This design comes from an exercise in tuning for small area on the open sky130 flow, not from production work. RTL that was checked went through simulation tests only; none was proved equivalent to the original. Power figures rest on the tool's default switching activity, not on a simulated workload.

tundra:
Design cpu8, start of the top module:
module cpu8(
	input clk,
	input rst,                  
	output [7:0] imem_addr,     
	input [15:0] imem_data,     
	output [7:0] dmem_addr,
	output [7:0] dmem_wdata,
	output dmem_we,
	input [7:0] dmem_rdata,     
	input [7:0] dip,            
	output [7:0] result         
	);
Settings: LEC_CHECK=0, CAP_MARGIN=20, CORE_MARGIN=2, CORE_UTILIZATION=40, GPL_TIMING_DRIVEN=0, SLEW_MARGIN=20; clock period 7.0 ns.
run.sh (not shown) runs the stock make flow with config.mk's settings and CLKGATE_MAP_FILE= SYNTH_SCRIPT=/design/flow/synth_recipe.tcl, a recipe that flattens the netlist after the stock synthesis.
Per the final summary, tundra finished and its layout is clean on timing, DRC and antenna.
--- input diff tundra..amber ---
Settings: setting ABC_AREA to 1 for the first time.
- tundra → amber: first-pass GRT wire length shrank by 2.6 mm; synthesized-area fraction occupied by and/or/nand/nor cells higher; slack of the critical path went up 0.11 ns.
- Looking at startpoint of the worst setup timing path, the imem_data[14] result is from amber; the imem_data[13] one comes from tundra.
Changes in cedar relative to amber:
Settings: ABC_AREA removed (was 1); GPL_TIMING_DRIVEN removed (was 0).
Findings:
Cell count after synthesis was higher in the run labelled amber. Looking at clock insertion delay at the later pin of the skew report across cedar and amber, the one that comes out higher is amber. cedar has final critical-path share of the clock period above what amber had. Die footprint on cedar is up relative to amber. Count of plain and timing-repair buffers went up by more than half going from amber to cedar. Taking amber as the reference point, the fraction of power consumed by combinational cells of cedar rises by 5.5 points. Total routed wirelength delta for cedar relative to amber: about 1.5% higher. The worst setup slack of cedar falls short of that of amber by 0.036 ns. Of cedar and amber, the lower final-layout fill cell count belongs to cedar. [compare] base=amber new=cedar: number of nets with antenna violations after detailed routing held steady; wire length of the first global-routing pass increased by 2.0 mm relative to the old numbers.
Function was not checked in any run of this note: the RTL went through the layout flow alone.

* * *

== run 1 ==
Another version of the RTL of cpu8 (not shown whole).
For scale: roughly 590 cells after synthesis, ~76 flip-flops, ~67 I/O pins, ~5100 sq um of cells after synthesis.
clock: 7.0 ns
lec_check: 0
abc_area: 1
cap_margin: 20
core_margin: 2
core_utilization: 55
gpl_timing_driven: 1
slew_margin: 20
standard.sh (not shown) runs the stock make flow with config.mk's settings and CLKGATE_MAP_FILE= SYNTH_SCRIPT=/design/flow/synth_recipe.tcl, a recipe that flattens the netlist after the stock synthesis.
==> flow/flow/run.sh <==
#!/bin/bash
# Standard ORFS layout with two changes: an area-oriented ABC mapping
# script (flow/abc.script) and minimum-size port buffers.
set -uo pipefail
rm -rf scripts_mod
cp -r "$FLOW_HOME/scripts" scripts_mod
cp flow/abc.script scripts_mod/abc_area.script
bash standard.sh SCRIPTS_DIR="$PWD/scripts_mod" ABC_AREA=1 ADDER_MAP_FILE= \
  "BUFFER_PORTS_ARGS=-buffer_cell sky130_fd_sc_hd__buf_1" "CTS_ARGS=-sink_clustering_enable -repair_clock_nets -buf_list sky130_fd_sc_hd__clkbuf_8 -dont_use_dummy_load" finish > standard.log 2>&1
==> flow/flow/abc.script <==
strash
dch
amap
#### Input delta (run 2 over run 1)
- CORE_UTILIZATION: 55 -> 50
==> flow/flow/run.sh <==
#!/bin/bash
# ORFS layout (the standard.sh) with these changes:
#  - synthesis maps with an area-only ABC script (flow/abc.script) and
#    leaves adders as plain gates (no full-adder cell extraction);
#  - ports get minimum-size buffers (buf_1);
#  - CTS uses clkbuf_8 and no dummy loads;
#  - after global routing, gates with positive slack are downsized
#    (RECOVER_POWER), then repair_design fixes any slew/cap limit.
set -uo pipefail
rm -rf scripts_mod
cp -r "$FLOW_HOME/scripts" scripts_mod
cp flow/abc.script scripts_mod/abc_area.script
python3 - <<'PY'
p = 'scripts_mod/util.tcl'
s = open(p).read()
old = """  log_cmd repair_timing {*}$additional_args
  report_tns
  report_wns
  report_power
}"""
new = """  log_cmd repair_timing {*}$additional_args
  repair_design_helper
  log_cmd detailed_placement
  report_tns
  report_wns
  report_power
}"""
assert s.count(old) == 1
open(p, 'w').write(s.replace(old, new))
PY
DU=$(make -s -C "$FLOW_HOME" DESIGN_CONFIG="$PWD/config.mk" WORK_HOME="$PWD/du" print-DONT_USE_CELLS 2>/dev/null | sed -n 's/^DONT_USE_CELLS: //p')
DU="$DU sky130_fd_sc_hd__buf_4 sky130_fd_sc_hd__buf_6 sky130_fd_sc_hd__buf_8 sky130_fd_sc_hd__buf_12 sky130_fd_sc_hd__buf_16"
echo "$DU" > dont_use.txt
bash standard.sh "DONT_USE_CELLS=$DU" SCRIPTS_DIR="$PWD/scripts_mod" ABC_AREA=1 ADDER_MAP_FILE= RECOVER_POWER=100 \
  "BUFFER_PORTS_ARGS=-buffer_cell sky130_fd_sc_hd__buf_1" \
  "CTS_ARGS=-sink_clustering_enable -repair_clock_nets -buf_list sky130_fd_sc_hd__clkbuf_8 -dont_use_dummy_load" \
  finish > standard.log 2>&1
- Run 2: aborted in 1_2_yosys (tool error)
## Diff of input files: run 3 against run 2
diff --git a/flow/flow/run.sh b/flow/flow/run.sh
--- a/flow/flow/run.sh
+++ b/flow/flow/run.sh
@@ -33,3 +33,3 @@
 echo "$DU" > dont_use.txt
-bash standard.sh "DONT_USE_CELLS=$DU" SCRIPTS_DIR="$PWD/scripts_mod" ABC_AREA=1 ADDER_MAP_FILE= RECOVER_POWER=100 \
+bash standard.sh "DONT_USE_CELLS=$DU" "MIN_BUF_CELL_AND_PORTS=sky130_fd_sc_hd__buf_1 A X" SCRIPTS_DIR="$PWD/scripts_mod" ABC_AREA=1 ADDER_MAP_FILE= RECOVER_POWER=100 \
   "BUFFER_PORTS_ARGS=-buffer_cell sky130_fd_sc_hd__buf_1" \
In summary, run 3 completed successfully, with a layout that passed the timing, DRC and antenna checks.
diff inputs: run 3 => run 4
- a change of CORE_UTILIZATION from 50 to 40
- a change of GPL_TIMING_DRIVEN from 1 to 0
==> flow/flow/run.sh <==
#!/bin/bash
# Standard ORFS layout with two changes: an area-oriented ABC mapping
# script (flow/abc.script) and minimum-size port buffers.
set -uo pipefail
rm -rf scripts_mod
cp -r "$FLOW_HOME/scripts" scripts_mod
cp flow/abc.script scripts_mod/abc_area.script
bash standard.sh SCRIPTS_DIR="$PWD/scripts_mod" ABC_AREA=1 ADDER_MAP_FILE= \
  "BUFFER_PORTS_ARGS=-buffer_cell sky130_fd_sc_hd__buf_1" "CTS_ARGS=-sink_clustering_enable -repair_clock_nets -buf_list sky130_fd_sc_hd__clkbuf_8 -dont_use_dummy_load" finish > standard.log 2>&1
==> flow/flow/abc.script <==
strash
dch
amap
topo
stime -c
upsize -D 3000
dnsize -D 3000
==> comparison <==
- Higher estimated wirelength of the detail-placed design was reported by run 4, not run 3.
- Run 3 and run 4 ended up with nearly the same cell area after layout.
- Diff run 3..run 4 | I/O pin count | unchanged
- Compared run 4 against run 3; fraction of standard cell area that is sequential within noise.

* * *

## v8
Another version of the RTL of cpu8 (not shown whole).
For scale: ~600 cells after synthesis, about 76 flip-flops, roughly 67 I/O pins, about 5200 um^2 of cells after synthesis.
Design cpu8, start of the top module:
module cpu8(
	input clk,
	input rst,                  
	output [7:0] imem_addr,     
	input [15:0] imem_data,     
	output [7:0] dmem_addr,
	output [7:0] dmem_wdata,
	output dmem_we,
	input [7:0] dmem_rdata,     
	input [7:0] dip,            
	output [7:0] result         
	);
clock: 7.0 ns
lec_check: 0
abc_area: 1
cap_margin: 20
core_margin: 2
core_utilization: 40
gpl_timing_driven: 0
slew_margin: 20
==> flow/flow/run.sh <==
#!/bin/bash
# Standard ORFS layout with two changes: an area-oriented ABC mapping
# script (flow/abc.script) and minimum-size port buffers.
set -uo pipefail
rm -rf scripts_mod
cp -r "$FLOW_HOME/scripts" scripts_mod
cp flow/abc.script scripts_mod/abc_area.script
bash standard.sh SCRIPTS_DIR="$PWD/scripts_mod" ABC_AREA=1 ADDER_MAP_FILE= \
  "BUFFER_PORTS_ARGS=-buffer_cell sky130_fd_sc_hd__buf_1" "CTS_ARGS=-sink_clustering_enable -repair_clock_nets -buf_list sky130_fd_sc_hd__clkbuf_8 -dont_use_dummy_load" finish > standard.log 2>&1
==> flow/flow/abc.script <==
strash
dch
amap
topo
stime -c
upsize -D 2500
dnsize -D 2500
Inputs modified between v8 and v46:
==> flow/flow/abc.script <==
strash
dch
amap
topo
stime -c
upsize -D 3000
dnsize -D 3000
Notes after the runs:
- On clock skew, v46 and v8 are basically level.
- Comparing v46 against v8, there is no change at all in maximum frequency.
- The final cell count was comparable across v46 and v8.
- Total clock sinks came out exactly the same in v46 and v8.
- For cell count after placement, v8 and v46 come out practically identical.
Setup changes, v46 to v53
==> flow/flow/abc.script <==
strash
dch
amap
## What came out
- v53 has completed all stages; timing, DRC and antenna checks passed.
- Setup slack: v53 vs v46 down 0.082 ns
- [compare] base=v46 new=v53: floorplan die area went down, proportion of power drawn by the clock network comparable, cell area power density went down by 0.32%, normalized max-slew margin saw a decrease, count of nets after finishing fell by 5.
- Non-clock inverter total of the final layout came out exactly the same in v53 and v46.
- Going from v46 to v53, wire length per cell decreased by 0.69 um relative to the old numbers; synthesis-to-finish area growth went up; wire length after detailed routing down 710 um; final cell count lower.
No run of this note included a check of the RTL's function; only the layout flow was run.

* * *

The RTL this note starts from:
==> flow/design.v <==
`timescale 1ns / 1ps
module cpu8(
	input clk,
	input rst,                  
	output [7:0] imem_addr,     
	input [15:0] imem_data,     
	output [7:0] dmem_addr,
	output [7:0] dmem_wdata,
	output dmem_we,
	input [7:0] dmem_rdata,     
	input [7:0] dip,            
	output [7:0] result         
	);
wire [15:0] i = imem_data;
wire       msb = i[15];
wire [3:0] a1  = i[14:11];
wire [4:0] lo  = i[10:6];       
wire [2:0] in1 = i[5:3];
wire [2:0] in2 = i[2:0];
wire [2:0] ls  = i[10:8];
wire [7:0] imm = i[7:0];
wire a1_0 = (a1 == 4'd0);
wire a1_6 = (a1 == 4'd6);
wire a1_8 = (a1 == 4'd8);
wire a1_9 = (a1 == 4'd9);
wire ldsel = a1_6 | (a1 == 4'd7) | a1_9;
wire isLoad  = msb & ldsel;
wire isStore = msb & a1_8;
wire isJump  = msb & ~a1[3] & ~(a1[2] & a1[1]);
wire [31:0] lod = 32'd1 << lo;
wire [31:0] opd = a1_0 ? lod : 32'd0;
wire op_196  = a1_6 & lod[4];
wire sel_sum = opd[1] | opd[3] | opd[15] | opd[16];
wire sel_p   = opd[4] | opd[5] | opd[8] | opd[18];
wire sel_g   = opd[2] | opd[4];
wire sel_b   = opd[6];
wire sel_d1  = opd[20] | op_196;
wire sel_sh  = opd[9] | opd[10] | opd[11] | opd[12] | opd[13] | opd[14];
wire op_shr  = opd[9] | opd[10];
wire op_shl  = opd[11] | opd[12];
wire op_rot  = opd[13] | opd[14];
wire known   = opd[0] | sel_sum | sel_p | sel_g | sel_b | sel_d1 | sel_sh;
wire sel_3   = ~known;
wire rw = ldsel | (opd[1] | opd[2] | opd[3] | opd[4] | opd[5] | opd[6] | opd[8]
                   | sel_sh | opd[15] | opd[16] | opd[20]);
reg [7:0] r [0:7];
wire [2:0] rbad = a1[3] ? ls : in2;
wire [7:0] d1 = r[in1];
wire [7:0] rb = r[rbad];
wire use_b = ~lo[3] & (~lo[4] | lo[2]);
wire inv_b = (lo[4] & ~lo[1]) | (lo[0] & lo[1] & ~lo[2]) | (lo[3] & ~lo[0]);
wire cin   = lo[1] | lo[2];
wire [7:0] b = ({8{use_b}} & rb) ^ {8{inv_b}};
wire [7:0] p = d1 ^ b;
wire [7:0] g = d1 & b;
wire [8:0] sum = {1'b0, d1} + {1'b0, b} + {8'd0, cin};
wire [2:0] n = in2;
wire right = op_shr | opd[14];
wire [2:0] k = right ? (3'd0 - n) : n;
wire [7:0] s1 = k[0] ? {d1[6:0], d1[7]}   : d1;
wire [7:0] s2 = k[1] ? {s1[5:0], s1[7:6]} : s1;
wire [7:0] rot = k[2] ? {s2[3:0], s2[7:4]} : s2;
wire [7:0] th = 8'hff << n;                  
wire [7:0] thr = {th[0], th[1], th[2], th[3], th[4], th[5], th[6], th[7]};
wire [7:0] mask = ~({8{op_shl}} & ~th) & ~({8{op_shr}} & ~thr);
wire [7:0] shres = rot & mask;
wire [7:0] res = ({8{sel_sum}} & sum[7:0]) | ({8{sel_p}} & p) | ({8{sel_g}} & g)
               | ({8{sel_b}} & rb) | ({8{sel_d1}} & d1) | ({8{sel_sh}} & shres)
               | {6'd0, sel_3, sel_3};
assign result = res;
reg fz, fc, fs, fo;
wire nz = (n != 3'd0);
wire setzs = sel_sum | opd[2] | opd[4] | opd[5] | sel_sh | opd[20];
wire [7:0] zsrc = opd[20] ? sum[7:0] : res;
wire zn = (zsrc == 8'd0);
wire sn = zsrc[7];
reg cn, on;
always @(*) begin
	cn = fc; on = fo;
	if (opd[1] | opd[15]) begin cn = sum[8];  on = sum[8]; end
	if (opd[16])          begin cn = ~sum[8]; on = ~sum[8]; end
	if (opd[3] | opd[20]) begin on = fc; end
	if (opd[2] | opd[4] | opd[5]) begin cn = 1'b0; on = 1'b0; end
	if (op_shr)           begin cn = nz & rot[7]; on = res[7] ^ d1[7]; end
	if (op_shl)           begin cn = nz & rot[0]; on = res[7] ^ d1[7]; end
	if (op_rot)           begin cn = res[7]; on = d1[7]; end
end
always @(posedge clk) begin
	if (rst) begin
		fz <= 1'b0; fc <= 1'b0; fs <= 1'b0; fo <= 1'b0;
	end else begin
		if (setzs) begin fz <= zn; fs <= sn; end
		fc <= cn; fo <= on;
	end
end
wire [2:0] wa = isLoad ? ls : in1;
wire [7:0] wd = isLoad ? (a1_6 ? imm : a1_9 ? dip : dmem_rdata) : res;
always @(posedge clk) begin
	if (rst) begin
		r[0] <= 8'd4; r[1] <= 8'd9; r[2] <= 8'd11; r[3] <= 8'd3;
		r[4] <= 8'd3; r[5] <= 8'd5; r[6] <= 8'd6; r[7] <= 8'd7;
	end else if (rw) begin
		r[wa] <= wd;
	end
end
reg [7:0] pc;
reg take;
always @(*) begin
	case (a1[2:0])
	3'd0: take = fz;
	3'd1: take = fc;
	3'd2: take = ~fc & ~fz;
	3'd3: take = fs ^ fo;
	3'd4: take = ~(fs ^ fo) & ~fz;
	default: take = 1'b1;
	endcase
end
always @(posedge clk) begin
	if (rst)                 pc <= 8'd0;
	else if (isJump & take)  pc <= imm;
	else                     pc <= pc + 8'd1;
end
assign imem_addr = pc;
assign dmem_addr = imm;
assign dmem_wdata = rb;
assign dmem_we = isStore;
endmodule
Settings: LEC_CHECK=0, ABC_AREA=1, CAP_MARGIN=20, CORE_MARGIN=2, CORE_UTILIZATION=40, CTS_BUF_LIST=sky130_fd_sc_hd__clkbuf_8, GPL_TIMING_DRIVEN=0, SLEW_MARGIN=20; clock period 7.0 ns.
==> flow/flow/run.sh <==
#!/bin/bash
# Standard ORFS layout with two changes: an area-oriented ABC mapping
# script (flow/abc.script) and minimum-size port buffers.
set -uo pipefail
rm -rf scripts_mod
cp -r "$FLOW_HOME/scripts" scripts_mod
cp flow/abc.script scripts_mod/abc_area.script
bash standard.sh SCRIPTS_DIR="$PWD/scripts_mod" ABC_AREA=1 \
  "BUFFER_PORTS_ARGS=-buffer_cell sky130_fd_sc_hd__buf_1" finish > standard.log 2>&1
==> flow/flow/abc.script <==
&get -n
&st
&dch
&nf -R 1000
&put
buffer -c
topo
stime -c
upsize -c
dnsize -c
The starting point finished clean.
==> next run, changes <==
==> flow/flow/abc.script (replaced) <==
strash
dch
amap
topo
stime -c
upsize -c
dnsize -c
- CTS_BUF_LIST: sky130_fd_sc_hd__clkbuf_8 -> not set
Effect: The new run finished clean. Clock-buffer cell count does not change. Design area goes down by about 1%. Setup slack improves by 0.0049 ns. Global-route usage goes up by 3.9 points. Die area goes down by about 5%. Clock skew goes down by 0.0072 ns. Total power goes up by 7.8%. Wire length goes up by 7.6%. Non-clock buffer count goes down by 21. Clock power goes up by about 26%. Utilization goes up by 1.7 points.
==> next run, changes <==
--- a/flow/flow/run.sh
+++ b/flow/flow/run.sh
@@ -7,3 +7,3 @@
 cp flow/abc.script scripts_mod/abc_area.script
-bash standard.sh SCRIPTS_DIR="$PWD/scripts_mod" ABC_AREA=1 \
-  "BUFFER_PORTS_ARGS=-buffer_cell sky130_fd_sc_hd__buf_1" finish > standard.log 2>&1
+bash standard.sh SCRIPTS_DIR="$PWD/scripts_mod" ABC_AREA=1 ADDER_MAP_FILE= \
+  "BUFFER_PORTS_ARGS=-buffer_cell sky130_fd_sc_hd__buf_1" "CTS_ARGS=-sink_clustering_enable -repair_clock_nets -buf_list sky130_fd_sc_hd__clkbuf_8 -dont_use_dummy_load" finish > standard.log 2>&1
==> flow/flow/abc.script (replaced) <==
strash
dch
amap
=> Clock power came out lower by well over a third; setup slack gains 0.077 ns; wire length came out lower slightly; utilization came out lower by 0.42 points; power came out lower by about a fifth.
==> next run, changes <==
==> flow/flow/run.sh (replaced) <==
#!/bin/bash
# Standard ORFS layout with two changes: an area-oriented ABC mapping
# script (flow/abc.script) and minimum-size port buffers.
set -uo pipefail
rm -rf scripts_mod
cp -r "$FLOW_HOME/scripts" scripts_mod
cp flow/abc.script scripts_mod/abc_area.script
bash standard.sh SCRIPTS_DIR="$PWD/scripts_mod" ABC_AREA=1 \
  "BUFFER_PORTS_ARGS=-buffer_cell sky130_fd_sc_hd__buf_1" finish > standard.log 2>&1
==> flow/flow/abc.script (replaced) <==
&get -n
&st
&dch
&nf -R 1000
&put
buffer -c
topo
stime -c
upsize -c
dnsize -c
What happened: Sequential share of layout area went down by 2.5 points; utilization went down by 0.60 points; worst setup slack got worse by 0.069 ns; hold slack improved by 0.012 ns.

==> port drivers added, routing unchanged <==
The results above use ideal ports. As a check the final layouts listed here were re-extracted and re-timed, cells and wires unchanged.
Step 1, drivers: a clkbuf_16 drives clk and a buf_2 each remaining input, both assumed.
Step 2, shift: input delay + t, output delay - t, t = (earliest + latest rising clock arrival at the registers) / 2. This alone moves slack from input paths to output paths.
Slacks: ideal / step 1 / step 2; pairs: ideal / step 1.
run | shift t [ns] | slack for setup (ns) | worst hold slack (ns) | worst setup path after step 2
tundra | 0.389 | 0.111 / 0.075 / 0.075 | 0.516 / 0.516 / 0.516 | input to output
amber | 0.393 | 0.217 / 0.173 / 0.173 | 0.502 / 0.502 / 0.502 | input to output
cedar | 0.374 | 0.181 / 0.156 / 0.156 | 0.537 / 0.537 / 0.537 | input to output
run 1 | 0.369 | 0.374 / 0.339 / 0.339 | 0.507 / 0.507 / 0.507 | input to output
run 3 | 0.371 | 0.439 / 0.415 / 0.415 | 0.533 / 0.533 / 0.533 | input to output
run 4 | 0.368 | 0.236 / 0.214 / 0.214 | 0.513 / 0.513 / 0.513 | input to output
v8 | 0.388 | 0.274 / 0.252 / 0.252 | 0.506 / 0.506 / 0.506 | input to output
v46 | 0.388 | 0.274 / 0.252 / 0.252 | 0.506 / 0.506 / 0.506 | input to output
v53 | 0.385 | 0.192 / 0.167 / 0.167 | 0.507 / 0.507 / 0.507 | input to output
the first run of note 4 | 0.391 | 0.185 / 0.163 / 0.163 | 0.502 / 0.502 / 0.502 | input to output
the second run of note 4 | 0.372 | 0.190 / 0.159 / 0.159 | 0.520 / 0.520 / 0.520 | input to output
the third run of note 4 | 0.394 | 0.268 / 0.244 / 0.244 | 0.485 / 0.485 / 0.485 | input to output
the fourth run of note 4 | 0.386 | 0.198 / 0.178 / 0.178 | 0.497 / 0.497 / 0.497 | input to output
After both steps every run listed still meets setup and hold. For amber, which loses most, drivers alone change the setup slack by -0.044 ns; drivers and shift together by -0.044 ns.
